This is an optimization exercise on Yosys and OpenROAD, whose aim is small area, not a production implementation. Function was checked by simulation only, so behaviour that the tests miss may differ from the original. Power and IR drop assume default switching activity.

--- design/flow/config.mk ---
export PLATFORM = sky130hd
export DESIGN_NAME = soc_riscv_core
export DESIGN_NICKNAME = soc_riscv_core
export VERILOG_FILES = /design/flow/design.v
export SDC_FILE = /design/flow/constraint.sdc
export NUM_CORES = 4
export LEC_CHECK = 0
export CAP_MARGIN = 20
export CORE_MARGIN = 2
export CORE_UTILIZATION = 40
export CTS_CLUSTER_DIAMETER = 90
export CTS_CLUSTER_SIZE = 25
export SLEW_MARGIN = 20
export SYNTH_HIERARCHICAL = 1
--- design/flow/flow/abc_area_relaxed.script ---
&get -n
&st
&dch -f
&nf -R 1000 -p
&st
&dch -f
&nf -R 1000 -p
&st
&dch -f
&nf -R 1000 -p
&st
&dch -f
&nf -R 1000 -p
&st
&dch -f
&nf -R 1000 -p
&put
topo
--- design/flow/flow/run.sh ---
#!/bin/bash
# The standard layout (standard.sh), changed in two ways:
#  - ABC maps the logic with an area-oriented script (synth_relaxed.tcl),
#  - the port buffers are the smallest buffer cell.
set -euo pipefail
here=$(pwd)
export RELAXED_ABC_SCRIPT=$here/flow/abc_area_relaxed.script
export BUFFER_PORTS_ARGS="-buffer_cell sky130_fd_sc_hd__buf_1"
sed "s#SYNTH_SCRIPT=[^ ]*#SYNTH_SCRIPT=$here/flow/synth_relaxed.tcl#" standard.sh > standard_relaxed.sh
grep -q "SYNTH_SCRIPT=$here/flow/synth_relaxed.tcl" standard_relaxed.sh
bash standard_relaxed.sh > standard_flow.log 2>&1
--- design/flow/constraint.sdc ---
create_clock -name core_clock -period 12.0 [get_ports {clk}]
set_input_delay 2.4000 -clock core_clock [delete_from_list [all_inputs] [get_ports {clk}]]
set_output_delay 2.4000 -clock core_clock [all_outputs]
set_load 0.01 [all_outputs]
--- design/flow/standard.sh ---
#!/bin/bash
# synth_recipe.tcl (not shown) runs the flow's synth.tcl, then flattens the netlist and writes it again
# the make line also repeats each setting of config.mk as NAME=value (left out here)
make -C /OpenROAD-flow-scripts/flow DESIGN_CONFIG=/design/flow/config.mk WORK_HOME=/design/flow/orfs CLKGATE_MAP_FILE= SYNTH_SCRIPT=/design/flow/synth_recipe.tcl "${@:-finish}"
--- design/flow/flow/synth_relaxed.tcl ---
# The standard flow's synthesis script (standard synthesis, -nofsm -noshare, then
# flattened and renamed the same way), with ABC's technology mapping run
# from an area-oriented script. Registers are mapped before ABC, so they
# are the standard synthesis's registers.
proc synth {args} { yosys synth -nofsm -noshare {*}$args }
proc abc {args} {
  set i [lsearch -exact $args -script]
  if {$i >= 0} { set args [lreplace $args [expr {$i+1}] [expr {$i+1}] $::env(RELAXED_ABC_SCRIPT)] }
  yosys abc {*}$args
}
source $::env(SCRIPTS_DIR)/synth.tcl
# left out here: clear keep_hierarchy, flatten, clean up, hide names made inside functions, write 1_2_yosys.v
--- design/flow/design.v ---
module soc_riscv_core
(
    input  logic               clk,
    input  logic               rst,
    input  logic [31:0]        core_instr_RDATA,
    input  logic               core_instr_RVALID,
    output logic               core_instr_RREADY,
    input  logic               core_instr_ARREADY,
    output logic [31:0]        core_instr_ARADDR,
    output logic               core_instr_ARVALID,
    output logic [31:0]        core_data_ARADDR,
    output logic               core_data_ARVALID,
    input  logic               core_data_ARREADY,
    output logic               core_data_RREADY,
    input  logic [31:0]        core_data_RDATA,
    input  logic               core_data_RVALID,
    output logic [31:0]        core_data_AWADDR,
    output logic               core_data_AWVALID,
    input  logic               core_data_AWREADY,
    output logic [31:0]        core_data_WDATA,
    input  logic               core_data_WREADY,
    output logic               core_data_WVALID
);
    logic [31:0] instr;
    logic [6:0]  opc;
    logic [2:0]  f3;
    logic        f7z, f7s;
    assign instr = core_instr_RDATA;
    assign opc   = instr[6:0];
    assign f3    = instr[14:12];
    assign f7z   = (instr[31:25] == 7'b0000000);
    assign f7s   = (instr[31:25] == 7'b0100000);
    logic is_op, is_opimm, is_lui, is_auipc, is_br, is_load, is_store, is_jalr, is_jal;
    assign is_op    = (opc == 7'b0110011);
    assign is_opimm = (opc == 7'b0010011);
    assign is_lui   = (opc == 7'b0110111);
    assign is_auipc = (opc == 7'b0010111);
    assign is_br    = (opc == 7'b1100011);
    assign is_load  = (opc == 7'b0000011);
    assign is_store = (opc == 7'b0100011);
    assign is_jalr  = (opc == 7'b1100111) & (f3 == 3'b000);
    assign is_jal   = (opc == 7'b1101111);
    logic mem_op, is_branch, is_jump, reg_wr;
    assign mem_op    = is_load | is_store;
    assign is_branch = is_br | is_jalr | is_jal;
    assign is_jump   = is_jalr | is_jal;
    assign reg_wr    = is_op | is_opimm | is_lui | is_auipc;
    logic [31:0] imm_i, imm_s, imm_b, imm_u, imm_j;
    assign imm_i = {{20{instr[31]}}, instr[31:20]};
    assign imm_s = {{20{instr[31]}}, instr[31:25], instr[11:7]};
    assign imm_b = {{19{instr[31]}}, instr[31], instr[7], instr[30:25], instr[11:8], 1'b0};
    assign imm_u = {instr[31:12], 12'b0};
    assign imm_j = {{11{instr[31]}}, instr[31], instr[19:12], instr[20], instr[30:21], 1'b0};
    logic [31:0] rs1, rs2;
    logic        rf_we;
    logic [4:0]  rf_addr;
    logic [31:0] rf_data;
    logic        ph;
    always_ff @(posedge clk) ph <= ~ph;
    logic [31:0] wdp;
    assign wdp = rf_data ^ {32{ph}};
    logic [31:1] we, wen, s1, s2;
    logic [991:0] rq, rd;
    always_ff @(posedge clk) rq <= rd;
    logic ph1, ph2;
    assign ph1 = ph & (instr[19:15] != 5'd0);
    assign ph2 = ph & (instr[24:20] != 5'd0);
    genvar gi, gb;
    generate
        for (gi = 1; gi < 32; gi++) begin : g_row
            assign we[gi]  = rf_we & (rf_addr == gi);
            assign wen[gi] = ~we[gi];
            assign s1[gi]  = (instr[19:15] == gi);
            assign s2[gi]  = (instr[24:20] == gi);
            for (gb = 0; gb < 32; gb++) begin : g_bit
                rf_cell u_c (.a1(we[gi]), .a2(rq[(gi-1)*32+gb]), .b1(wen[gi]), .b2(wdp[gb]),
                             .y(rd[(gi-1)*32+gb]));
            end
        end
        for (gb = 0; gb < 32; gb++) begin : g_rd
            logic [10:0] t1, t2;
            for (gi = 0; gi < 10; gi++) begin : g_grp
                rd3 u_r1 (.a1(s1[3*gi+1]), .a2(rq[(3*gi)*32+gb]),
                          .b1(s1[3*gi+2]), .b2(rq[(3*gi+1)*32+gb]),
                          .c1(s1[3*gi+3]), .c2(rq[(3*gi+2)*32+gb]), .y(t1[gi]));
                rd3 u_r2 (.a1(s2[3*gi+1]), .a2(rq[(3*gi)*32+gb]),
                          .b1(s2[3*gi+2]), .b2(rq[(3*gi+1)*32+gb]),
                          .c1(s2[3*gi+3]), .c2(rq[(3*gi+2)*32+gb]), .y(t2[gi]));
            end
            assign t1[10] = ~(s1[31] & rq[30*32+gb]);
            assign t2[10] = ~(s2[31] & rq[30*32+gb]);
            assign rs1[gb] = ~(&t1) ^ ph1;
            assign rs2[gb] = ~(&t2) ^ ph2;
        end
    endgenerate
    logic        f_arvalid, f_rready, mstall, pwe;
    logic [29:0] f_araddr;
    logic [31:0] cur_pc, pc;
    logic [1:0]  ifu_state;
    logic [31:0] cur_pc4, pc4;
    assign cur_pc4 = cur_pc + 32'd4;
    assign pc4     = pc + 32'd4;
    logic [31:0] xb;
    assign xb = is_opimm ? imm_i : rs2;
    logic [31:0] opa, opb, sum;
    logic        cin;
    assign cin = is_op & instr[30];
    always_comb begin
        opa = 32'd0;
        if (is_op | is_opimm | is_load | is_store | is_jalr) opa = rs1;
        else if (is_auipc | is_br | is_jal)                    opa = cur_pc;
        opb = imm_i;
        if (is_op)                  opb = rs2 ^ {32{instr[30]}};
        else if (is_store)          opb = imm_s;
        else if (is_lui | is_auipc) opb = imm_u;
        else if (is_br)             opb = imm_b;
        else if (is_jal)            opb = imm_j;
    end
    logic sum_co;
    bk_add32 u_add (.a(opa), .b(opb), .cin(cin), .s(sum), .cout(sum_co));
    logic lt, ltu, eq;
    cmp32 u_cmp (.a(rs1), .b(xb), .lt(lt), .ltu(ltu), .eq(eq));
    logic [4:0] shamt;
    assign shamt = xb[4:0];
    logic sel_add, sel_slt, sel_sltu, sel_lg, sel_sll, sel_sr;
    logic rr;   
    assign rr       = (is_op & f7z) | is_opimm;
    assign sel_add  = (is_op & (f7z | f7s) & f3 == 3'd0) | (is_opimm & f3 == 3'd0) | is_lui | is_auipc
                    | is_br | is_load | is_store | is_jalr | is_jal;
    assign sel_slt  = rr & (f3 == 3'd2);
    assign sel_sltu = rr & (f3 == 3'd3);
    assign sel_lg   = rr & f3[2] & (f3[1] | ~f3[0]);
    assign sel_sll  = (is_op | is_opimm) & f7z & (f3 == 3'd1);
    assign sel_sr   = (is_op | is_opimm) & (f7z | f7s) & (f3 == 3'd5);
    logic [31:0] lg;
    assign lg = f3[1] ? (f3[0] ? (rs1 & xb) : (rs1 | xb)) : (rs1 ^ xb);
    logic [31:0] shin, shr, shl_out;
    logic        fill;
    assign fill = instr[30] & rs1[31];
    genvar gs;
    generate
        for (gs = 0; gs < 32; gs++) begin : g_rev
            assign shin[gs]    = instr[14] ? rs1[gs] : rs1[31-gs];
            assign shl_out[gs] = shr[31-gs];
        end
    endgenerate
    logic [63:0] shx;
    assign shx = {{32{fill}}, shin} >> shamt;
    assign shr = shx[31:0];
    logic [31:0] ex_out;
    always_comb begin
        ex_out = 32'd0;
        if (sel_add)  ex_out = sum;
        if (sel_slt)  ex_out = {31'd0, lt};
        if (sel_sltu) ex_out = {31'd0, ltu};
        if (sel_lg)   ex_out = lg;
        if (sel_sll)  ex_out = shl_out;
        if (sel_sr)   ex_out = shr;
    end
    logic cmp;
    assign cmp = f3[2] ? ((f3[1] ? ltu : lt) ^ f3[0]) : (eq ^ (f3[0] & ~f3[1]));
    logic [31:0] new_pc;
    assign new_pc = (is_br & ~cmp) ? cur_pc4 : sum;
    logic [1:0]  ls_state;
    logic [31:0] wds, asy;
    logic        rsync, osync;
    assign rsync = ~(csync[2] & (csync[1] | csync[0]));
    logic [4:0]  rdsync;
    logic [2:0]  csync;
    logic        d_arvalid, d_rready, awvalid, wvalid;
    logic [29:0] d_araddr, awaddr;
    logic [31:0] wdata;
    logic [2:0] mem_control;
    always_comb begin
        mem_control = 3'd0;
        if (is_load) begin
            case (f3)
                3'b001: mem_control = 3'd2;
                3'b010: mem_control = 3'd4;
                3'b100: mem_control = 3'd1;
                3'b101: mem_control = 3'd3;
                default: mem_control = 3'd0;
            endcase
        end else if (is_store) begin
            case (f3)
                3'b000: mem_control = 3'd5;
                3'b001: mem_control = 3'd6;
                3'b010: mem_control = 3'd7;
                default: mem_control = 3'd0;
            endcase
        end
    end
    logic mem_read;
    assign mem_read = ~(mem_control[2] & (mem_control[1] | mem_control[0]));
    logic [31:0] st_data;
    logic [1:0]  sa;
    assign sa = sum[1:0];
    always_comb begin
        st_data = 32'd0;
        case (mem_control)
            3'd5: st_data = {24'd0, rs2[7:0]} << {sa, 3'b000};
            3'd6: case (sa)
                    2'd0: st_data = {16'd0, rs2[15:0]};
                    2'd1: st_data = {8'd0, rs2[15:0], 8'd0};
                    2'd2: st_data = {rs2[15:0], 16'd0};
                    default: st_data = {rs2[7:0], 24'd0};
                  endcase
            3'd7: case (sa)
                    2'd0: st_data = rs2;
                    2'd1: st_data = {rs2[31:8], 8'd0};
                    2'd2: st_data = {rs2[31:16], 16'd0};
                    default: st_data = {rs2[31:24], 24'd0};
                  endcase
            default: st_data = 32'd0;
        endcase
    end
    logic [31:0] sh_rd, ld_data;
    logic [1:0]  la;
    assign la    = asy[1:0];
    assign sh_rd = core_data_RDATA >> {la, 3'b000};
    always_comb begin
        ld_data = 32'd0;
        case (csync)
            3'd0: ld_data = {{24{sh_rd[7]}}, sh_rd[7:0]};
            3'd1: ld_data = {24'd0, sh_rd[7:0]};
            3'd2: ld_data = (la == 2'd3) ? {{24{sh_rd[7]}}, sh_rd[7:0]} : {{16{sh_rd[15]}}, sh_rd[15:0]};
            3'd3: ld_data = {16'd0, sh_rd[15:0]};
            3'd4: ld_data = sh_rd;
            default: ld_data = 32'd0;
        endcase
    end
    always_comb begin
        rf_we   = 1'b0;
        rf_data = 32'd0;
        rf_addr = 5'd0;
        if (rsync & core_data_RVALID) begin
            rf_we   = 1'b1;
            rf_data = ld_data;
            rf_addr = rdsync;
        end
        if (reg_wr & ~osync) begin
            rf_we   = 1'b1;
            rf_data = ex_out;
            rf_addr = instr[11:7];
        end else if (is_jump) begin
            rf_we   = 1'b1;
            rf_data = cur_pc4;
            rf_addr = instr[11:7];
        end
    end
    logic fetch_stall;
    assign fetch_stall = mem_op | osync;
    logic [31:0] pc_write;
    assign pc_write = mstall ? cur_pc4 : cur_pc;
    always_ff @(posedge clk) begin
        if (!rst) begin
            f_arvalid <= 1'b0;
            f_araddr  <= 30'd0;
            f_rready  <= 1'b0;
            mstall    <= 1'b0;
            pwe       <= 1'b0;
            cur_pc    <= 32'd0;
        end else if (fetch_stall) begin
            f_arvalid <= 1'b0;
            f_araddr  <= cur_pc[31:2];
            f_rready  <= 1'b0;
            pwe       <= 1'b1;
            mstall    <= 1'b1;
        end else if (mstall) begin
            mstall    <= 1'b0;
            cur_pc    <= pc4;
            pwe       <= 1'b1;
        end else if (core_instr_ARREADY & f_arvalid) begin
            f_rready  <= 1'b1;
            f_arvalid <= 1'b0;
            pwe       <= 1'b0;
        end else if (f_rready & core_instr_RVALID) begin
            f_rready  <= 1'b0;
            pwe       <= 1'b0;
        end else if (is_branch) begin
            f_arvalid <= 1'b0;
            pwe       <= 1'b0;
        end else if (core_instr_ARREADY) begin
            f_arvalid <= 1'b1;
            f_araddr  <= pc[31:2];
            cur_pc    <= pc;
            pwe       <= 1'b0;
        end
    end
    always_ff @(posedge clk) begin
        case (ifu_state)
            2'b00:   pc <= pwe ? pc_write : 32'd0;
            2'b01:   pc <= pwe ? pc_write : pc;
            2'b11:   pc <= pwe ? pc_write : pc4;
            default: pc <= pwe ? pc_write : (is_branch ? new_pc : pc4);
        endcase
    end
    always_ff @(posedge clk) begin
        if (!rst) ifu_state <= 2'b00;
        else case (ifu_state)
            2'b00:   ifu_state <= 2'b10;
            2'b01:   if (core_instr_RVALID) ifu_state <= 2'b10;
            2'b11:   ifu_state <= 2'b01;
            default: ifu_state <= is_branch ? 2'b11 : 2'b01;
        endcase
    end
    assign core_instr_ARADDR  = {2'b00, f_araddr};
    assign core_instr_ARVALID = f_arvalid;
    assign core_instr_RREADY  = f_rready;
    always_ff @(posedge clk) begin
        if (!rst) ls_state <= 2'b00;
        else case (ls_state)
            2'b00:   if (mem_op) ls_state <= mem_read ? 2'b01 : 2'b10;
            2'b01:   if (core_data_RVALID) ls_state <= 2'b00;
            2'b10:   if (wvalid) ls_state <= 2'b00;
            default: ls_state <= 2'b00;
        endcase
    end
    always_ff @(posedge clk) begin
        if (ls_state == 2'b00) begin
            wds    <= st_data;
            asy    <= {sum[31:2], ex_out[1:0]};
            osync  <= mem_op;
            rdsync <= instr[11:7];
            csync  <= mem_control;
        end
    end
    always_ff @(posedge clk) begin
        if (!rst) begin
            d_arvalid <= 1'b0;
            d_araddr  <= 30'd0;
            d_rready  <= 1'b0;
        end else if (core_data_ARREADY & d_arvalid & rsync & osync) begin
            d_rready  <= 1'b1;
            d_arvalid <= 1'b0;
        end else if (d_rready & core_data_RVALID & rsync & osync) begin
            d_rready  <= 1'b0;
        end else if (core_data_ARREADY & rsync & osync) begin
            d_arvalid <= 1'b1;
            d_araddr  <= asy[31:2];
        end else begin
            d_arvalid <= 1'b0;
        end
    end
    always_ff @(posedge clk) begin
        if (!rst) begin
            awvalid <= 1'b0;
            awaddr  <= 30'd0;
            wvalid  <= 1'b0;
            wdata   <= 32'd0;
        end else if (core_data_AWREADY & awvalid & ~rsync & osync) begin
            wvalid  <= 1'b1;
            awvalid <= 1'b0;
        end else if (core_data_WREADY & wvalid & ~rsync & osync) begin
            wvalid  <= 1'b0;
            wdata   <= wds;
        end else if (core_data_AWREADY & ~rsync & osync) begin
            awvalid <= 1'b1;
            awaddr  <= asy[31:2];
        end else begin
            awvalid <= 1'b0;
            awaddr  <= 30'd0;
            wvalid  <= 1'b0;
            wdata   <= 32'd0;
        end
    end
    assign core_data_ARADDR  = {2'b00, d_araddr};
    assign core_data_ARVALID = d_arvalid;
    assign core_data_RREADY  = d_rready;
    assign core_data_AWADDR  = {2'b00, awaddr};
    assign core_data_AWVALID = awvalid;
    assign core_data_WDATA   = wdata;
    assign core_data_WVALID  = wvalid;
endmodule
module rf_cell (input logic a1, a2, b1, b2, output logic y);
    assign y = ~((a1 | a2) & (b1 | b2));
endmodule
module rd3 (input logic a1, a2, b1, b2, c1, c2, output logic y);
    assign y = ~((a1 & a2) | (b1 & b2) | (c1 & c2));
endmodule
module bk_add32 (input logic [31:0] a, b, input logic cin, output logic [31:0] s, output logic cout);
    logic [31:0] g, p;
    assign p = a ^ b;
    assign g = {a[31:1] & b[31:1], (a[0] & b[0]) | (p[0] & cin)};
    logic [31:0] G1, P1, G2, P2, G3, P3, G4, P4, G5, P5;
    genvar i;
    generate
        for (i = 0; i < 32; i++) begin : l1
            if (i % 2 == 1) begin : n
                assign G1[i] = g[i] | (p[i] & g[i-1]);
                assign P1[i] = p[i] & p[i-1];
            end else begin : w
                assign G1[i] = g[i];
                assign P1[i] = p[i];
            end
        end
        for (i = 0; i < 32; i++) begin : l2
            if (i % 4 == 3) begin : n
                assign G2[i] = G1[i] | (P1[i] & G1[i-2]);
                assign P2[i] = P1[i] & P1[i-2];
            end else begin : w
                assign G2[i] = G1[i];
                assign P2[i] = P1[i];
            end
        end
        for (i = 0; i < 32; i++) begin : l3
            if (i % 8 == 7) begin : n
                assign G3[i] = G2[i] | (P2[i] & G2[i-4]);
                assign P3[i] = P2[i] & P2[i-4];
            end else begin : w
                assign G3[i] = G2[i];
                assign P3[i] = P2[i];
            end
        end
        for (i = 0; i < 32; i++) begin : l4
            if (i % 16 == 15) begin : n
                assign G4[i] = G3[i] | (P3[i] & G3[i-8]);
                assign P4[i] = P3[i] & P3[i-8];
            end else begin : w
                assign G4[i] = G3[i];
                assign P4[i] = P3[i];
            end
        end
        for (i = 0; i < 32; i++) begin : l5
            if (i == 31) begin : n
                assign G5[i] = G4[i] | (P4[i] & G4[15]);
                assign P5[i] = P4[i] & P4[15];
            end else begin : w
                assign G5[i] = G4[i];
                assign P5[i] = P4[i];
            end
        end
    endgenerate
    logic [31:0] C;
    generate
        for (i = 0; i < 32; i++) begin : ds
            if (i == 0 || i == 1 || i == 3 || i == 7 || i == 15 || i == 31) begin : d0
                assign C[i] = G5[i];
            end else if (i == 23) begin : d1
                assign C[i] = G5[i] | (P5[i] & C[15]);
            end else if (i % 8 == 7) begin : d2
                assign C[i] = G5[i] | (P5[i] & C[i-8]);
            end else if (i % 4 == 3) begin : d3
                assign C[i] = G5[i] | (P5[i] & C[i-4]);
            end else if (i % 2 == 1) begin : d4
                assign C[i] = G5[i] | (P5[i] & C[i-2]);
            end else begin : d5
                assign C[i] = G5[i] | (P5[i] & C[i-1]);
            end
        end
    endgenerate
    assign s    = p ^ {C[30:0], cin};
    assign cout = C[31];
endmodule
module cmp32 (input logic [31:0] a, b, output logic lt, ltu, eq);
    logic [31:0] g, p;
    assign g = a & ~b;
    assign p = ~(a ^ b);
    logic [15:0] g1, p1;
    logic [7:0]  g2, p2;
    logic [3:0]  g3, p3;
    logic [1:0]  g4, p4;
    genvar i;
    generate
        for (i = 0; i < 16; i++) begin : t1
            assign g1[i] = g[2*i+1] | (p[2*i+1] & g[2*i]);
            assign p1[i] = p[2*i+1] & p[2*i];
        end
        for (i = 0; i < 8; i++) begin : t2
            assign g2[i] = g1[2*i+1] | (p1[2*i+1] & g1[2*i]);
            assign p2[i] = p1[2*i+1] & p1[2*i];
        end
        for (i = 0; i < 4; i++) begin : t3
            assign g3[i] = g2[2*i+1] | (p2[2*i+1] & g2[2*i]);
            assign p3[i] = p2[2*i+1] & p2[2*i];
        end
        for (i = 0; i < 2; i++) begin : t4
            assign g4[i] = g3[2*i+1] | (p3[2*i+1] & g3[2*i]);
            assign p4[i] = p3[2*i+1] & p3[2*i];
        end
    endgenerate
    logic c32;
    assign c32 = g4[1] | (p4[1] & (g4[0] | p4[0]));
    assign eq  = p4[1] & p4[0];
    logic [2:0] gx, px;
    assign gx[0] = g3[2] | (p3[2] & (g4[0] | p4[0]));        
    assign gx[1] = g2[6] | (p2[6] & gx[0]);                 
    assign gx[2] = g1[14] | (p1[14] & gx[1]);               
    logic c31;
    assign c31 = g[30] | (p[30] & gx[2]);
    assign ltu = ~c32;
    assign lt  = ~(a[31] ^ b[31]) ^ c31;
endmodule
==> impl_metrics.yaml, run 1 <==
routing:
  wirelength_um: 291000
  via_count: 61000
  drtIter0Drc: 13100
  drt_pre_antenna_iters: 15
  antenna_left: 0
  post_drt_wl_per_cell_um: 35.4
  drc: 0
  viasPerCell: 7.43
finish:
  design_area_um2: 64900
  nets: 6530
  area_delta_synth_final_pct: 16.2
  layout-drive-gt1-share_pct: 8.82
clocking:
  htreeDepth: 3
  clkTransAtPathRegs_ns: 0.10
  tritoncts: "yes"
  cts_buffers: 66
  cts_resized: 0
  cts_buffer_depth: 3
  post-cts-setup-buffers: 0
  cts_root_buf: "clkbuf_16"
  clk_latency_ns: 0.79
  cts_hold_buffers: 0
  clock_sinks: 1264
pwr:
  p_leak_nw: 22.9
  vdd_ir_drop_max_mv: 0.114
  pwr_density_cell_nw_per_um2: 185
setup_path:
  cpPeakStageDelay_ns: 0.74
  critical_path_class: "in2reg"
  rr_worst_depth: 23
  r2r_slack_ns: 3.94
  critical-path-top-delay-family: "compound AO/OA/AOI/OAI gates"
  cp-start-kind: "input pin"
  rr_startpoint: "ph"
  crit_top_cell: "buf_4"
  path_buf_inv: 6
  slowest_stage: "and3_1"
  worstPathArrival_ns: 11.35
  worstPathRequired_ns: 12.60
  worstPathMaxFanout: 33
  end_kind: "flip-flop"
  r2r-end: "rq[607]"
sta:
  maxSlewHeadroom_pct: 17.0
  fmax_mhz: 93.0
  fin_crit_ns: 10.75
  tightest_slew_ns: 1.25
  fin_setup_tns_ns: 0
  finalCritPeriodShare_pct: 89.6
  setup_viol: 0
  final-max-slew-violation-count: 0
  hold_viol_final: 0
  rsz0062_at_grt: "false"
  skew_ns: 0.104
worst_hold_path:
  whs_path_depth: 1
  hold_path_class: "reg2reg"
  hold_end: "wdata[29]"
  min_from: "wds[29]"
die:
  io_pins: 206
  die-area_um2: 143000
  fp.dieW_um: 378
  initial_core_util_pct: 40.2
  die_height_um: 378
  core-area_um2: 139000
  rows: 137
logic_synthesis:
  syn_area_um2: 55900
  avgSynthCellArea_um2: 9.82
  ys_warn_count: 7
  syn-instance-count: 5687
global_routing:
  grt_max_degree: 88
  antenna_found_initial: 7
  grtUsageTotal_pct: 39.0
  grt_pass1_wl_um: 407000
  grt_pass1_vias: 54900
  gr-total-overflow: 0
flow_run:
  maxCapViolations: 0
place:
  portBuffers: 199
  placed_cell_area_um2: 62800
  place_congestion: 1.05
  dp_hpwl_um: 202000
run_status:
  outcome: "finished clean"
sequential cells by signal, summed over array words and instances, names as in the netlist:
name       flops
rq           992
asy           32
cur_pc        32
pc            32
wdata         32
wds           32
awaddr        30
d_araddr      30
f_araddr      30
rdsync         5
csync          3
ifu_state      2
ls_state       2
awvalid        1
d_arvalid      1
d_rready       1
f_arvalid      1
f_rready       1
mstall         1
osync          1
ph             1
pwe            1
wvalid         1
layout by cell type, fill, tap and decap left out, types with 38 or more instances in the layout:
cell	instances
clkinv_1	164
o22ai_1	1057
nand4_1	158
clkbuf_16	67
a21oi_1	310
xnor2_1	80
ha_1	127
xor2_1	58
nor2_1	262
dfxtp_1	1157
nand2_1	438
edfxtp_1	105
mux2i_1	45
buf_12	38
a22o_1	39
a222oi_1	640
buf_4	322
buf_1	194
o21ai_0	355
a31oi_1	74
cell type report:
class	count	area, um2
Fill cell	13400	74100
Multi-Input combinational cell	4253	29600
Sequential cell	1264	26400
Timing Repair Buffer	560	3940
Tap cell	1876	2350
Clock buffer	75	1720
Inverter	169	634
Clock inverter	17	322
Antenna cell	1	2.50
report_power, final:
| group | total (W) | internal [W] | switching [W] |
|---|---|---|---|
| combinational | 0.00322 | 0.00124 | 0.00199 |
| sequential | 0.00615 | 0.00528 | 0.000870 |
| clock | 0.00265 | 0.00110 | 0.00155 |
how the worst max path moves through the flow:
stage | startpoint | endpoint | slack, ns | cells past startpoint
floorplan | core_instr_RDATA[20] | pc[26] | 0.04 | 24
global route | core_instr_RDATA[19] | rq[447] | 1.17 | 27
CTS | core_instr_RDATA[23] | pc[30] | 1.75 | 28
global placement | core_instr_RDATA[23] | pc[30] | 0.99 | 28
detailed placement | core_instr_RDATA[23] | pc[30] | 1.01 | 28
finish | core_instr_RDATA[19] | rq[607] | 1.25 | 27
through the flow:
stage / setup slack [ns] / hold WS, ns / instances / util [%] / power [W]
2_1_floorplan: 0.0369 / 0.436 / 5692 / - / 0.00782
3_3_place_gp: 0.993 / 0.438 / 8121 / 45.2 / 0.00917
3_5_place_dp: 1.01 / 0.440 / 8121 / 45.2 / 0.00925
4_1_cts: 1.75 / 0.461 / 8213 / 46.7 / 0.0118
5_1_grt: 1.17 / 0.474 / 8214 / 46.7 / 0.0124
6_report: 1.25 / 0.462 / 8215 / 46.7 / 0.0120
metal layers:
layer	wire, um	vias to the layer above	share of wire, %	global-route usage [%]
met5	230	-	0.079	0.823
met4	27200	12	9.4	29.4
met3	40100	1062	14	11.8
met2	118000	4799	41	56.1
met1	106000	29600	36	48.8
li1	-	25500	-	-
==> run 2, diff against run 1 <==
--- a/design/flow/design.v
+++ b/design/flow/design.v
@@ -316,54 +316,89 @@
             default: ls_state <= 2'b00;
         endcase
     end
-    always_ff @(posedge clk) begin
-        if (ls_state == 2'b00) begin
-            wds    <= st_data;
-            asy    <= {sum[31:2], ex_out[1:0]};
-            osync  <= mem_op;
-            rdsync <= instr[11:7];
-            csync  <= mem_control;
+    logic        cap, hold;
+    logic [72:0] cap_new, cap_q, cap_d;
+    assign cap  = (ls_state == 2'b00);
+    assign hold = ~cap;
+    assign cap_new = {st_data, sum[31:2], ex_out[1:0], mem_op, instr[11:7], mem_control};
+    assign cap_q   = {wds, asy, osync, rdsync, csync};
+    genvar gc;
+    generate
+        for (gc = 0; gc < 73; gc++) begin : g_cap
+            ao22 u_m (.a1(cap), .a2(cap_new[gc]), .b1(hold), .b2(cap_q[gc]), .y(cap_d[gc]));
         end
-    end
+    endgenerate
+    always_ff @(posedge clk) {wds, asy, osync, rdsync, csync} <= cap_d;
+    logic ar1, ar2, ar3;
+    assign ar1 = core_data_ARREADY & d_arvalid & rsync & osync;
+    assign ar2 = ~ar1 & d_rready & core_data_RVALID & rsync & osync;
+    assign ar3 = ~ar1 & ~ar2 & core_data_ARREADY & rsync & osync;
     always_ff @(posedge clk) begin
         if (!rst) begin
             d_arvalid <= 1'b0;
-            d_araddr  <= 30'd0;
             d_rready  <= 1'b0;
-        end else if (core_data_ARREADY & d_arvalid & rsync & osync) begin
+        end else if (ar1) begin
             d_rready  <= 1'b1;
             d_arvalid <= 1'b0;
-        end else if (d_rready & core_data_RVALID & rsync & osync) begin
+        end else if (ar2) begin
             d_rready  <= 1'b0;
-        end else if (core_data_ARREADY & rsync & osync) begin
+        end else if (ar3) begin
             d_arvalid <= 1'b1;
-            d_araddr  <= asy[31:2];
         end else begin
             d_arvalid <= 1'b0;
         end
     end
+    logic       ar_ld, ar_hd;
+    logic [29:0] d_araddr_d;
+    assign ar_ld = rst & ar3;
+    assign ar_hd = rst & ~ar3;
+    genvar ga;
+    generate
+        for (ga = 0; ga < 30; ga++) begin : g_ara
+            ao22 u_m (.a1(ar_ld), .a2(asy[ga+2]), .b1(ar_hd), .b2(d_araddr[ga]), .y(d_araddr_d[ga]));
+        end
+    endgenerate
+    always_ff @(posedge clk) d_araddr <= d_araddr_d;
+    logic aw1, aw2, aw3;
+    assign aw1 = core_data_AWREADY & awvalid & ~rsync & osync;
+    assign aw2 = ~aw1 & core_data_WREADY & wvalid & ~rsync & osync;
+    assign aw3 = ~aw1 & ~aw2 & core_data_AWREADY & ~rsync & osync;
     always_ff @(posedge clk) begin
         if (!rst) begin
             awvalid <= 1'b0;
-            awaddr  <= 30'd0;
             wvalid  <= 1'b0;
-            wdata   <= 32'd0;
-        end else if (core_data_AWREADY & awvalid & ~rsync & osync) begin
+        end else if (aw1) begin
             wvalid  <= 1'b1;
             awvalid <= 1'b0;
-        end else if (core_data_WREADY & wvalid & ~rsync & osync) begin
+        end else if (aw2) begin
             wvalid  <= 1'b0;
-            wdata   <= wds;
-        end else if (core_data_AWREADY & ~rsync & osync) begin
+        end else if (aw3) begin
             awvalid <= 1'b1;
-            awaddr  <= asy[31:2];
         end else begin
             awvalid <= 1'b0;
-            awaddr  <= 30'd0;
             wvalid  <= 1'b0;
-            wdata   <= 32'd0;
         end
     end
+    logic        aw_ld, aw_hd, wd_ld, wd_hd;
+    logic [29:0] awaddr_d;
+    logic [31:0] wdata_d;
+    assign aw_ld = rst & aw3;
+    assign aw_hd = rst & (aw1 | aw2);
+    assign wd_ld = rst & aw2;
+    assign wd_hd = rst & (aw1 | aw3);
+    genvar gw;
+    generate
+        for (gw = 0; gw < 30; gw++) begin : g_awa
+            ao22 u_m (.a1(aw_ld), .a2(asy[gw+2]), .b1(aw_hd), .b2(awaddr[gw]), .y(awaddr_d[gw]));
+        end
+        for (gw = 0; gw < 32; gw++) begin : g_wd
+            ao22 u_m (.a1(wd_ld), .a2(wds[gw]), .b1(wd_hd), .b2(wdata[gw]), .y(wdata_d[gw]));
+        end
+    endgenerate
+    always_ff @(posedge clk) begin
+        awaddr <= awaddr_d;
+        wdata  <= wdata_d;
+    end
     assign core_data_ARADDR  = {2'b00, d_araddr};
     assign core_data_ARVALID = d_arvalid;
     assign core_data_RREADY  = d_rready;
@@ -491,3 +526,6 @@
     assign ltu = ~c32;
     assign lt  = ~(a[31] ^ b[31]) ^ c31;
 endmodule
+module ao22 (input logic a1, a2, b1, b2, output logic y);
+    assign y = (a1 & a2) | (b1 & b2);
+endmodule
--- a/design/flow/config.mk
+++ b/design/flow/config.mk
@@ -5,10 +5,10 @@
 export SDC_FILE = /design/flow/constraint.sdc
 export NUM_CORES = 4
 export LEC_CHECK = 0
-export CAP_MARGIN = 20
+export CAP_MARGIN = 10
 export CORE_MARGIN = 2
 export CORE_UTILIZATION = 40
 export CTS_CLUSTER_DIAMETER = 90
 export CTS_CLUSTER_SIZE = 25
-export SLEW_MARGIN = 20
+export SLEW_MARGIN = 10
 export SYNTH_HIERARCHICAL = 1
==> run 2 against run 1 <==
Final cell count fell by 1.8%. Still clean on timing, DRC and antenna. Largest power group unchanged. Clock power fell by 11%. Count of clock-buffer cells in the layout fell by 12. Sequential power fell by 3.6%. Critical path depth rose by 1.
==> impl_metrics.yaml, run 2 <==
routing:
  antenna_left: 0
  via_count: 60100
  drc: 0
  viasPerCell: 7.44
  post_drt_wl_per_cell_um: 35.8
  drtIter0Drc: 13200
  drt_pre_antenna_iters: 15
  wirelength_um: 289000
sta:
  final-max-slew-violation-count: 0
  maxSlewHeadroom_pct: 2.38
  hold_viol_final: 0
  fmax_mhz: 85.9
  tightest_slew_ns: 1.45
  setup_viol: 0
  rsz0062_at_grt: "false"
  fin_setup_tns_ns: 0
  fin_crit_ns: 11.64
  finalCritPeriodShare_pct: 97.0
  skew_ns: 0.0509
logic_synthesis:
  avgSynthCellArea_um2: 9.77
  ys_warn_count: 7
  syn-instance-count: 5677
  syn_area_um2: 55500
setup_path:
  cpPeakStageDelay_ns: 1.33
  worstPathArrival_ns: 12.11
  critical_path_class: "in2reg"
  crit_top_cell: "a21oi_1"
  worstPathRequired_ns: 12.48
  worstPathMaxFanout: 28
  slowest_stage: "a2111oi_0"
  end_kind: "flip-flop"
  cp-start-kind: "input pin"
  path_buf_inv: 5
  critical-path-top-delay-family: "compound AO/OA/AOI/OAI gates"
pwr:
  vdd_ir_drop_max_mv: 0.139
  pwr_density_cell_nw_per_um2: 177
  p_leak_nw: 22.7
clocking:
  cts_hold_buffers: 0
  clock_sinks: 1264
  clk_latency_ns: 0.77
  cts_buffers: 59
  tritoncts: "yes"
  cts_root_buf: "clkbuf_16"
  clkTransAtPathRegs_ns: 0.10
  post-cts-setup-buffers: 0
  cts_buffer_depth: 3
  cts_resized: 0
  htreeDepth: 2
die:
  core-area_um2: 137000
  initial_core_util_pct: 40.3
  rows: 136
  io_pins: 206
  fp.dieW_um: 376
  die_height_um: 376
  die-area_um2: 142000
global_routing:
  grt_pass1_wl_um: 403000
  grt_pass1_vias: 53500
  antenna_found_initial: 21
  grt_max_degree: 79
  gr-total-overflow: 0
  grtUsageTotal_pct: 38.7
place:
  dp_hpwl_um: 197000
  dp_cells: 7990
  place_congestion: 1.10
  portBuffers: 199
finish:
  fill_cells: 13300
  final_cells: 8071
  regMostFlops: "rq"
  multi_input_area_um2: 29900
  seq_area_um2: 25600
  layout-drive-gt1-share_pct: 8.02
  largest_reg_flops: 992
  nets: 6475
  layout_common_cells: "dfxtp_1, o22ai_1, a222oi_1"
  area_delta_synth_final_pct: 14.7
  final_common_cell: "dfxtp_1"
run_status:
  outcome: "finished clean"
worst_hold_path:
  hold_path_class: "reg2reg"
flow_run:
  maxCapViolations: 0
run 2: cell count changes in the layout (fill, tap and decap cells not counted), sizes merged, moves of 34 or more:
| cell | change |
|---|---|
| edfxtp | -73 |
| o22ai | -34 |
| o21ai | -57 |
| a22o | +134 |
| dfxtp | +73 |
| buf | -37 |
run 2: worst paths after layout:
path / from / to / slack [ns] / depth (start not counted)
setup reg to reg: rq[787] / pc[12] / 3.35 / 24
hold reg to reg: awaddr[14] / awaddr[14] / 0.48 / 1
setup / recovery: core_instr_RDATA[20] / pc[12] / 0.36 / 28
hold / removal: awaddr[14] / awaddr[14] / 0.48 / 1
run 2: worst reg2reg max path, stage by stage, from the launching register on:
cell and delay (ns):
dfxtp_1 0.34, a222oi_1 0.60, nand4_1 0.75, a2111oi_0 1.33
buf_4 0.26, xor2_1 0.31, nor2_1 0.07, nor2_1 0.24
clkinv_1 0.10, ha_1 0.32, a21oi_1 0.16, a21oi_1 0.11
a2111oi_0 0.52, o21ai_0 0.25, a21oi_1 0.32, nor2_1 0.09
a2111oi_0 0.61, mux2_1 0.25, a21oi_1 0.08, or4b_1 0.68
nand2_1 0.19, nor3_2 0.05, buf_4 0.26, a222oi_1 0.38
o21ai_0 0.12
run 2: metal layers:
layer | global-route usage, % | wire, um | vias up
li1 | - | - | 25400
met1 | 48.0 | 104000 | 28900
met2 | 56.0 | 119000 | 4690
met3 | 11.9 | 39200 | 1026
met4 | 29.1 | 27500 | 28
met5 | 0 | 243 | -
run 2: layout make-up:
cell class	count	area share, %
clock buffer	63	2.34
multi-input combinational	4246	47.0
tap	1794	3.53
inverter	166	0.979
sequential	1264	40.3
clock inverter	10	0.258
antenna	6	0.0236
timing repair buffer	522	5.59
run 2: power breakdown:
group	internal, W	leakage [nW]	switching (W)
logic	0.00115	10.9	0.00185
registers	0.00516	11.0	0.000778
clock network	0.000928	0.806	0.00143
run 2: per-stage QoR:
step           hold slack [ns]  utilization, %  worst slack, ns  cell area, um2  total power (W)
2_1_floorplan            0.440               -           0.0301           55600          0.00753
3_3_place_gp             0.451            45.0            0.630           61900          0.00873
3_5_place_dp             0.455            45.0            0.753           61900          0.00881
4_1_cts                  0.481            46.3             1.50           63600           0.0111
5_1_grt                  0.490            46.3            0.484           63600           0.0117
6_report                 0.478            46.3            0.363           63600           0.0113
==> run 3, diff against run 2 <==
--- a/design/flow/design.v
+++ b/design/flow/design.v
@@ -159,8 +159,6 @@
     end
     logic cmp;
     assign cmp = f3[2] ? ((f3[1] ? ltu : lt) ^ f3[0]) : (eq ^ (f3[0] & ~f3[1]));
-    logic [31:0] new_pc;
-    assign new_pc = (is_br & ~cmp) ? cur_pc4 : sum;
     logic [1:0]  ls_state;
     logic [31:0] wds, asy;
     logic        rsync, osync;
@@ -250,51 +248,82 @@
     end
     logic fetch_stall;
     assign fetch_stall = mem_op | osync;
-    logic [31:0] pc_write;
-    assign pc_write = mstall ? cur_pc4 : cur_pc;
+    logic fb_fs, fb_ms, fb_ar, fb_rr, fb_br, fb_go;
+    assign fb_fs = fetch_stall;
+    assign fb_ms = ~fb_fs & mstall;
+    assign fb_ar = ~fb_fs & ~mstall & core_instr_ARREADY & f_arvalid;
+    assign fb_rr = ~fb_fs & ~mstall & ~fb_ar & f_rready & core_instr_RVALID;
+    assign fb_br = ~fb_fs & ~mstall & ~fb_ar & ~fb_rr & is_branch;
+    assign fb_go = ~fb_fs & ~mstall & ~fb_ar & ~fb_rr & ~is_branch & core_instr_ARREADY;
     always_ff @(posedge clk) begin
         if (!rst) begin
             f_arvalid <= 1'b0;
-            f_araddr  <= 30'd0;
             f_rready  <= 1'b0;
             mstall    <= 1'b0;
             pwe       <= 1'b0;
-            cur_pc    <= 32'd0;
-        end else if (fetch_stall) begin
+        end else if (fb_fs) begin
             f_arvalid <= 1'b0;
-            f_araddr  <= cur_pc[31:2];
             f_rready  <= 1'b0;
             pwe       <= 1'b1;
             mstall    <= 1'b1;
-        end else if (mstall) begin
+        end else if (fb_ms) begin
             mstall    <= 1'b0;
-            cur_pc    <= pc4;
             pwe       <= 1'b1;
-        end else if (core_instr_ARREADY & f_arvalid) begin
+        end else if (fb_ar) begin
             f_rready  <= 1'b1;
             f_arvalid <= 1'b0;
             pwe       <= 1'b0;
-        end else if (f_rready & core_instr_RVALID) begin
+        end else if (fb_rr) begin
             f_rready  <= 1'b0;
             pwe       <= 1'b0;
-        end else if (is_branch) begin
+        end else if (fb_br) begin
             f_arvalid <= 1'b0;
             pwe       <= 1'b0;
-        end else if (core_instr_ARREADY) begin
+        end else if (fb_go) begin
             f_arvalid <= 1'b1;
-            f_araddr  <= pc[31:2];
-            cur_pc    <= pc;
             pwe       <= 1'b0;
         end
     end
+    logic fa_c, fa_p, fa_h, cp_4, cp_p, cp_h;
+    assign fa_c = rst & fb_fs;
+    assign fa_p = rst & fb_go;
+    assign fa_h = rst & ~fb_fs & ~fb_go;
+    assign cp_4 = rst & fb_ms;
+    assign cp_p = rst & fb_go;
+    assign cp_h = rst & ~fb_ms & ~fb_go;
+    logic [29:0] f_araddr_d;
+    logic [31:0] cur_pc_d;
+    genvar gf;
+    generate
+        for (gf = 0; gf < 30; gf++) begin : g_fa
+            ao222 u_m (.a1(fa_c), .a2(cur_pc[gf+2]), .b1(fa_p), .b2(pc[gf+2]), .c1(fa_h), .c2(f_araddr[gf]),
+                       .y(f_araddr_d[gf]));
+        end
+        for (gf = 0; gf < 32; gf++) begin : g_cp
+            ao222 u_m (.a1(cp_4), .a2(pc4[gf]), .b1(cp_p), .b2(pc[gf]), .c1(cp_h), .c2(cur_pc[gf]),
+                       .y(cur_pc_d[gf]));
+        end
+    endgenerate
     always_ff @(posedge clk) begin
-        case (ifu_state)
-            2'b00:   pc <= pwe ? pc_write : 32'd0;
-            2'b01:   pc <= pwe ? pc_write : pc;
-            2'b11:   pc <= pwe ? pc_write : pc4;
-            default: pc <= pwe ? pc_write : (is_branch ? new_pc : pc4);
-        endcase
+        f_araddr <= f_araddr_d;
+        cur_pc   <= cur_pc_d;
     end
+    logic pt_c, pt_c4, pt_p, pt_p4, pt_s, taken;
+    assign taken = ~(is_br & ~cmp);
+    assign pt_c  = pwe & ~mstall;
+    assign pt_c4 = (pwe & mstall) | (~pwe & (ifu_state == 2'b10) & is_branch & ~taken);
+    assign pt_p  = ~pwe & (ifu_state == 2'b01);
+    assign pt_p4 = ~pwe & ((ifu_state == 2'b11) | ((ifu_state == 2'b10) & ~is_branch));
+    assign pt_s  = ~pwe & (ifu_state == 2'b10) & is_branch & taken;
+    logic [31:0] pc_d;
+    genvar gp;
+    generate
+        for (gp = 0; gp < 32; gp++) begin : g_pc
+            ao22222 u_m (.a1(pt_c), .a2(cur_pc[gp]), .b1(pt_c4), .b2(cur_pc4[gp]), .c1(pt_p), .c2(pc[gp]),
+                         .d1(pt_p4), .d2(pc4[gp]), .e1(pt_s), .e2(sum[gp]), .y(pc_d[gp]));
+        end
+    endgenerate
+    always_ff @(posedge clk) pc <= pc_d;
     always_ff @(posedge clk) begin
         if (!rst) ifu_state <= 2'b00;
         else case (ifu_state)
@@ -529,3 +558,9 @@
 module ao22 (input logic a1, a2, b1, b2, output logic y);
     assign y = (a1 & a2) | (b1 & b2);
 endmodule
+module ao222 (input logic a1, a2, b1, b2, c1, c2, output logic y);
+    assign y = (a1 & a2) | (b1 & b2) | (c1 & c2);
+endmodule
+module ao22222 (input logic a1, a2, b1, b2, c1, c2, d1, d2, e1, e2, output logic y);
+    assign y = (a1 & a2) | (b1 & b2) | (c1 & c2) | (d1 & d2) | (e1 & e2);
+endmodule
--- a/design/flow/config.mk
+++ b/design/flow/config.mk
@@ -5,10 +5,10 @@
 export SDC_FILE = /design/flow/constraint.sdc
 export NUM_CORES = 4
 export LEC_CHECK = 0
-export CAP_MARGIN = 10
+export CAP_MARGIN = 20
 export CORE_MARGIN = 2
 export CORE_UTILIZATION = 40
 export CTS_CLUSTER_DIAMETER = 90
 export CTS_CLUSTER_SIZE = 25
-export SLEW_MARGIN = 10
+export SLEW_MARGIN = 20
 export SYNTH_HIERARCHICAL = 1
==> run 3 against run 2 <==
Register-to-register slack gained 0.46 ns. Total power shrank 0.49%. Hold slack is essentially flat. Non-clock buffer count grew 1. Cell area shrank 1.7%. Fmax grew 5.1%. Sequential share of layout area grew 0.17 points.
==> impl_metrics.yaml, run 3 <==
finish:
  final_cells: 7865
  layout_common_cells: "dfxtp_1, o22ai_1, a222oi_1"
  fin_util_pct: 46.2
  area_delta_synth_final_pct: 14.7
  design_area_um2: 62600
  regMostFlops: "rq"
  final_common_cell: "dfxtp_1"
  layout-drive-gt1-share_pct: 8.43
  largest_reg_flops: 992
  nets: 6281
place:
  placed_cell_area_um2: 60800
  place_congestion: 1.07
  dp_hpwl_um: 194000
  portBuffers: 199
  dp_cells: 7783
global_routing:
  grt_pass1_wl_um: 402000
  antenna_found_initial: 19
  met1_usage_pct: 47.3
  grt_max_degree: 76
  grtUsageMet2_pct: 57.9
  grt_use_met3_pct: 11.4
  grt.busiest_layer: "met2"
  grt_pass1_vias: 53900
  gr-total-overflow: 0
  grtUsageTotal_pct: 39.0
worst_hold_path:
  hold_path_class: "reg2reg"
clocking:
  cts_root_buf: "clkbuf_16"
  cts_resized: 0
  cts_buffers: 60
  clock_sinks: 1264
  clkTransAtPathRegs_ns: 0.10
  cts_hold_buffers: 0
  cts_buffer_depth: 3
  tritoncts: "yes"
  clk_latency_ns: 0.80
  post-cts-setup-buffers: 0
  htreeDepth: 2
flow_run:
  maxCapViolations: 0
pwr:
  vdd_ir_drop_max_mv: 0.141
  p_leak_nw: 22.4
  pwr_density_cell_nw_per_um2: 179
  swShare_pct: 35.6
  pwr-share-comb_pct: 25.9
  p_sw_w: 0.00400
  clockPowerShare_pct: 21.8
  power.internal_w: 0.00723
  p_seq_share_pct: 52.3
setup_path:
  crit_path_end: "rq[789]"
  rr_startpoint: "rq[779]"
  cp-start-kind: "input pin"
  worstPathArrival_ns: 11.70
  startpoint: "core_instr_RDATA[21]"
  cpPeakStageDelay_ns: 0.99
  slowest_stage: "a221oi_1"
  crit_top_cell: "buf_4"
  rr_worst_depth: 23
  r2r_slack_ns: 3.81
  critical_path_class: "in2reg"
  worstPathRequired_ns: 12.62
  end_kind: "flip-flop"
  worstPathMaxFanout: 31
  r2r-end: "rq[892]"
routing:
  via_count: 59200
  drt_pre_antenna_iters: 14
  wirelength_um: 288000
  viasPerCell: 7.53
  post_drt_wl_per_cell_um: 36.6
  antenna_left: 0
  drtIter0Drc: 12500
  drc: 0
die:
  core-area_um2: 135000
  io_pins: 206
  rows: 135
  die_height_um: 373
  die-area_um2: 139000
  fp.dieW_um: 373
  initial_core_util_pct: 40.3
sta:
  skew_ns: 0.0583
  whs_ns: 0.478
  setup_viol: 0
  tightest_slew_ns: 1.26
  fmax_mhz: 90.3
  final-max-slew-violation-count: 0
  maxSlewHeadroom_pct: 13.8
  rsz0062_at_grt: "false"
  fin_crit_ns: 11.08
  fin_setup_tns_ns: 0
  finalCritPeriodShare_pct: 92.3
  hold_viol_final: 0
logic_synthesis:
  syn-instance-count: 5481
  avgSynthCellArea_um2: 9.95
  ys_warn_count: 7
  syn_area_um2: 54500
run_status:
  outcome: "finished clean"
run 3: worst min-delay path by stage:
stage,cells past startpoint,start,to
after detailed placement,1,wdata[14],wdata[14]
final,1,awaddr[17],awaddr[17]
after global placement,1,awaddr[24],awaddr[24]
after CTS,1,awaddr[8],awaddr[8]
after global routing,1,d_araddr[16],d_araddr[16]
after floorplan,1,wds[0],wds[0]
run 3: area by class of cell:
type | count | area, um2
sequential | 1264 | 25300
multi-input combinational | 3992 | 29100
antenna | 7 | 17.5
inverter | 224 | 841
fill | 13100 | 72900
clock buffer | 61 | 1510
timing repair buffer | 523 | 3340
tap | 1781 | 2230
clock inverter | 13 | 256
run 3: per-layer routing:
layer  vias up  part of all wire [%]
li1      24800                     -
met1     28800                    35
met2      4550                    42
met3      1038                    13
met4        22                   9.9
met5         -                 0.089
run 3: power groups by stage:
stage | Sequential (W) | Clock, W | Combinational [W]
2_1_floorplan | 0.00573 | 0 | 0.00172
3_3_place_gp | 0.00589 | 0 | 0.00271
3_5_place_dp | 0.00592 | 0 | 0.00275
4_1_cts | 0.00583 | 0.00245 | 0.00276
5_1_grt | 0.00598 | 0.00259 | 0.00304
6_report | 0.00588 | 0.00245 | 0.00291
run 3: per-stage QoR:
step	total power, W	setup WS [ns]
floorplan	0.00746	0.111
global placement	0.00860	0.801
detailed placement	0.00868	0.731
CTS	0.0110	1.47
global route	0.0116	0.871
finish	0.0112	0.923
run 3: critical path, delay by kind of cell:
| kind | cells | cell delay (ns) |
|---|---|---|
| buffers and inverters | 6 | 2.27 |
| adder cells (fa/ha/maj) | 2 | 0.54 |
| AO/OA/AOI/OAI | 11 | 4.09 |
| AND/OR/NAND/NOR | 6 | 1.52 |
| XOR/XNOR | 3 | 0.80 |
==> run 4, diff against run 3 <==
--- a/design/flow/config.mk
+++ b/design/flow/config.mk
@@ -5,10 +5,10 @@
 export SDC_FILE = /design/flow/constraint.sdc
 export NUM_CORES = 4
 export LEC_CHECK = 0
-export CAP_MARGIN = 20
+export CAP_MARGIN = 10
 export CORE_MARGIN = 2
 export CORE_UTILIZATION = 40
 export CTS_CLUSTER_DIAMETER = 90
 export CTS_CLUSTER_SIZE = 25
-export SLEW_MARGIN = 20
+export SLEW_MARGIN = 10
 export SYNTH_HIERARCHICAL = 1
==> run 4 against run 3 <==
The layout now fails its checks (capacitance limit, slew limit). Non-clock buffer count decreased by 1. Largest cell class unchanged. Core utilization decreased by 0.051 points. Total power decreased by 0.42%.
==> impl_metrics.yaml, run 4 <==
run_status:
  outcome: "finished with violations"
  violations: "capacitance limit, slew limit"
clocking:
  cts_resized: 0
  tritoncts: "yes"
  cts_root_buf: "clkbuf_16"
  cts_buffer_depth: 3
  clock_sinks: 1264
  cts_hold_buffers: 0
  cts_buffers: 60
  post-cts-setup-buffers: 0
  htreeDepth: 2
  clk_latency_ns: 0.79
  clkTransAtPathRegs_ns: 0.10
global_routing:
  grt_pass1_wl_um: 402000
  antenna_found_initial: 14
  grt_max_degree: 76
  grt_pass1_vias: 54000
  grtUsageTotal_pct: 39.0
  gr-total-overflow: 0
sta:
  finalCritPeriodShare_pct: 92.6
  maxSlewHeadroom_pct: -1.65
  tightest_slew_ns: 1.49
  final-max-slew-violation-count: 1
  fin_setup_tns_ns: 0
  rsz0062_at_grt: "false"
  skew_ns: 0.0767
  hold_viol_final: 0
  fin_crit_ns: 11.11
  setup_viol: 0
  fmax_mhz: 90.0
  postLayoutSetupSlackWorst_ns: 0.887
place:
  post-place-ws_ns: 0.724
  portBuffers: 199
  dp_cells: 7783
  dp_hpwl_um: 194000
  place_congestion: 1.07
finish:
  area_delta_synth_final_pct: 14.6
  nets: 6280
  layout-drive-gt1-share_pct: 8.35
  layout_common_cells: "dfxtp_1, o22ai_1, a222oi_1"
  largest_reg_flops: 992
  final_cells: 7864
  final_common_cell: "dfxtp_1"
  fill_cells: 13100
  fin_util_pct: 46.1
  regMostFlops: "rq"
routing:
  viasPerCell: 7.52
  wirelength_um: 288000
  drtIter0Drc: 12600
  post_drt_wl_per_cell_um: 36.6
  drc: 0
  via_count: 59100
  drt_pre_antenna_iters: 14
  antenna_left: 0
logic_synthesis:
  avgSynthCellArea_um2: 9.95
  ys_warn_count: 7
  syn_area_um2: 54500
  syn-instance-count: 5481
worst_hold_path:
  hold_path_class: "reg2reg"
  hold_end: "awaddr[24]"
  min_from: "awaddr[24]"
  whs_path_depth: 1
setup_path:
  rr_startpoint: "rq[774]"
  end_kind: "flip-flop"
  worstPathRequired_ns: 12.59
  worstPathMaxFanout: 31
  worstPathArrival_ns: 11.71
  cp-start-kind: "input pin"
  rr_worst_depth: 22
  r2r_slack_ns: 3.92
  critical_path_class: "in2reg"
  r2r-end: "rq[981]"
die:
  die-area_um2: 139000
  core-area_um2: 135000
  fp.dieW_um: 373
  io_pins: 206
  die_height_um: 373
  rows: 135
  initial_core_util_pct: 40.3
flow_run:
  maxCapViolations: 1
pwr:
  vdd_ir_drop_max_mv: 0.137
  pwr_density_cell_nw_per_um2: 179
  finalPower_w: 0.0112
  p_leak_nw: 22.4
## run 4: cell types whose count changed in the layout (fill, tap and decap cells not counted), sizes merged
cell | previous run | this run
bufinv | 2 | 0
clkinv | 228 | 225
diode | 7 | 8
buf | 519 | 518
inv | 7 | 9
clkbuf | 65 | 67
## run 4: how the worst max path moves through the flow
stage,from,end
after global placement,core_instr_RDATA[21],rq[476]
after global routing,core_instr_RDATA[21],rq[604]
after detailed placement,core_instr_RDATA[21],rq[444]
after CTS,core_instr_RDATA[21],rq[604]
after floorplan,core_instr_RDATA[20],pc[0]
final,core_instr_RDATA[21],rq[981]
## run 4: power breakdown
part / total [W] / leakage (nW) / internal [W] / switching [W]
Combinational: 0.00290 / 10.7 / 0.00112 / 0.00178
Sequential: 0.00587 / 10.9 / 0.00514 / 0.000737
Clock: 0.00241 / 0.837 / 0.000941 / 0.00147
Total: 0.0112 / 22.4 / 0.00720 / 0.00398
## run 4: through the flow
step | instance area, um2 | hold slack, ns
after floorplan | 54600 | 0.440
after global placement | 60700 | 0.450
after detailed placement | 60700 | 0.455
after CTS | 62500 | 0.480
after global routing | 62500 | 0.489
final | 62500 | 0.476
## run 4: final cells by class
| class | count | area (um2) | area share (%) |
|---|---|---|---|
| multi-input cells | 3992 | 29100 | 46.5 |
| flip-flops and latches | 1264 | 25300 | 40.5 |
| inverters | 224 | 841 | 1.35 |
| clock inverters | 10 | 188 | 0.300 |
| diodes | 8 | 20.0 | 0.0320 |
| clock buffers | 63 | 1530 | 2.45 |
| repair buffers | 522 | 3330 | 5.32 |
| well taps | 1781 | 2230 | 3.57 |
## run 4: critical path: stages
cell       delay [ns]
buf_1            0.80
nor2_1           0.26
and3_1           0.62
buf_4            0.36
a222oi_1         0.35
nand4_1          0.38
a2111oi_1        1.01
buf_4            0.24
xnor2_1          0.42
nor3_1           0.09
a221o_1          0.30
ha_1             0.35
nand2_1          0.07
o21ai_0          0.17
a41oi_1          0.06
buf_4            0.17
o41ai_1          0.57
buf_4            0.25
a21o_1           0.14
fa_1             0.18
xor2_1           0.20
a221oi_1         0.93
o21ai_0          0.24
a21oi_1          0.17
nor2_1           0.11
xnor2_2          0.19
buf_4            0.42
o22ai_1          0.15
## run 4: metal layers
metal,GRT usage (%),wire length [um],part of all wire (%),up-vias
met5,0.549,185,0.064,-
met4,30.5,28200,9.8,14
met3,11.4,37500,13,1014
met2,57.8,120000,42,4592
met1,47.4,102000,36,28700
li1,-,-,-,24800
==> run 5, diff against run 4 <==
--- a/design/flow/config.mk
+++ b/design/flow/config.mk
@@ -5,10 +5,10 @@
 export SDC_FILE = /design/flow/constraint.sdc
 export NUM_CORES = 4
 export LEC_CHECK = 0
-export CAP_MARGIN = 10
+export CAP_MARGIN = 15
 export CORE_MARGIN = 2
 export CORE_UTILIZATION = 40
 export CTS_CLUSTER_DIAMETER = 90
 export CTS_CLUSTER_SIZE = 25
-export SLEW_MARGIN = 10
+export SLEW_MARGIN = 15
 export SYNTH_HIERARCHICAL = 1
==> run 5 against run 4 <==
Sequential share of layout area about the same. The run now finishes clean. First-iteration DRC count shrank 2.3%. Core utilization is essentially flat. Sequential power is essentially flat. Largest power group unchanged. Highest routed layer unchanged. Clock skew decreased by 0.027 ns. Global-route usage fell by 0.092 points. Critical path depth is the same.
==> impl_metrics.yaml, run 5 <==
die:
  fp.dieW_um: 373
  rows: 135
  core-area_um2: 135000
  die-area_um2: 139000
  initial_core_util_pct: 40.3
  io_pins: 206
  die_height_um: 373
setup_path:
  rr_worst_depth: 23
  r2r_slack_ns: 3.87
  worstPathArrival_ns: 11.80
  critical_path_class: "in2reg"
  path_buf_inv: 6
  rr_startpoint: "rq[779]"
  slowest_stage: "a2111oi_1"
  cp-start-kind: "input pin"
  worstPathRequired_ns: 12.60
  critical-path-top-delay-family: "compound AO/OA/AOI/OAI gates"
  r2r-end: "rq[981]"
  end_kind: "flip-flop"
  cpPeakStageDelay_ns: 1.03
  crit_top_cell: "buf_4"
  worstPathMaxFanout: 31
place:
  dp_hpwl_um: 194000
  place_congestion: 1.07
  portBuffers: 199
worst_hold_path:
  whs_path_depth: 1
  min_from: "awaddr[14]"
  hold_end: "awaddr[14]"
  hold_path_class: "reg2reg"
sta:
  fin_setup_tns_ns: 0
  tightest_slew_ns: 1.29
  finalCritPeriodShare_pct: 93.3
  final-max-slew-violation-count: 0
  fin_crit_ns: 11.20
  hold_viol_final: 0
  skew_ns: 0.0495
  maxSlewHeadroom_pct: 11.6
  setup_viol: 0
  fmax_mhz: 89.3
  rsz0062_at_grt: "false"
clocking:
  cts_buffers: 60
  cts_root_buf: "clkbuf_16"
  tritoncts: "yes"
  cts_buffer_depth: 3
  clkTransAtPathRegs_ns: 0.10
  clock_sinks: 1264
  clk_latency_ns: 0.76
  cts_hold_buffers: 0
  htreeDepth: 2
  cts_resized: 0
  post-cts-setup-buffers: 0
run_status:
  outcome: "finished clean"
finish:
  layout_common_cells: "dfxtp_1, o22ai_1, a222oi_1"
  final_common_cell: "dfxtp_1"
  layout-drive-gt1-share_pct: 8.36
  multi_input_area_um2: 29100
  regMostFlops: "rq"
  largest_reg_flops: 992
  area_delta_synth_final_pct: 14.5
  seq_area_um2: 25300
  fill_cells: 13100
  nets: 6280
pwr:
  pwr_density_cell_nw_per_um2: 179
  vdd_ir_drop_max_mv: 0.134
  p_leak_nw: 22.4
  finalPower_w: 0.0112
routing:
  drtIter0Drc: 12300
  drt_pre_antenna_iters: 17
  drc: 0
  via_count: 59100
  viasPerCell: 7.51
  antenna_left: 0
  post_drt_wl_per_cell_um: 36.6
  wirelength_um: 287000
global_routing:
  grt_max_degree: 76
  grtUsageTotal_pct: 38.9
  gr-total-overflow: 0
  grt_pass1_wl_um: 401000
  grt_pass1_vias: 54000
  antenna_found_initial: 23
logic_synthesis:
  ys_warn_count: 7
  avgSynthCellArea_um2: 9.95
  syn-instance-count: 5481
  syn_area_um2: 54500
flow_run:
  maxCapViolations: 0
[run 5: worst max path at each step]
stage | startpoint | to | depth (start not counted)
2_1_floorplan | core_instr_RDATA[20] | pc[0] | 24
3_3_place_gp | core_instr_RDATA[21] | rq[476] | 28
3_5_place_dp | core_instr_RDATA[21] | rq[444] | 28
4_1_cts | core_instr_RDATA[21] | rq[604] | 28
5_1_grt | core_instr_RDATA[21] | rq[757] | 28
6_report | core_instr_RDATA[21] | rq[981] | 28
[run 5: stage by stage]
step	area, um2	utilization [%]	cells	worst slack (ns)	hold slack [ns]
6_report	62500	46.1	7860	0.801	0.476
5_1_grt	62500	46.1	7855	0.799	0.492
4_1_cts	62500	46.1	7855	1.47	0.479
3_5_place_dp	60800	44.9	7783	0.733	0.455
3_3_place_gp	60700	44.8	7783	0.801	0.450
2_1_floorplan	54600	-	5486	0.111	0.440
[run 5: metal layers]
metal	global-route usage, %	share of wire, %
met1	46.9	36
met4	30.5	9.8
met5	1.17	0.15
met2	58.2	42
met3	11.1	13
[run 5: area by class of cell]
cell class,count,share of cell area [%]
multi-input cells,3992,46.5
flip-flops and latches,1264,40.5
repair buffers,522,5.33
well taps,1781,3.57
clock buffers,60,2.40
inverters,224,1.35
clock inverters,12,0.304
diodes,5,0.0200
[run 5: where the power goes]
group | switching [W] | internal, W | leakage [nW]
Clock | 0.00146 | 0.000923 | 0.824
Combinational | 0.00178 | 0.00112 | 10.7
Sequential | 0.000737 | 0.00514 | 10.9

-- separate check: timing with driven ports --
How much do the figures lean on ideal ports? The routed layouts below were timed once more, with nothing changed but the port constraints. Step 1 (the two cells are an assumption about what drives the block):
set clk [get_ports {clk}]
set_driving_cell -lib_cell sky130_fd_sc_hd__clkbuf_16 $clk
set_driving_cell -lib_cell sky130_fd_sc_hd__buf_2 [delete_from_list [all_inputs] $clk]
Step 2, shift: input delay + t, output delay - t, t = (earliest + latest rising clock arrival at the registers) / 2. This alone moves slack from input paths to output paths. Slacks: ideal / step 1 / step 2; pairs: ideal / step 1.
run	t, ns	setup WS [ns]	worst slew at a driven data input, ns
run 1	0.811	1.252 / 1.298 / 0.487	0.09
run 2	0.825	0.363 / 0.421 / -0.404	0.23
run 3	0.853	0.923 / 0.967 / 0.114	0.20
run 4	0.829	0.887 / 0.926 / 0.097	0.21
run 5	0.818	0.801 / 0.847 / 0.029	0.23
With both steps, setup timing fails in run 2, where it was met with ideal ports. The setup slack of run 3, which loses most, moves by +0.044 ns with the drivers and by -0.809 ns with both steps.
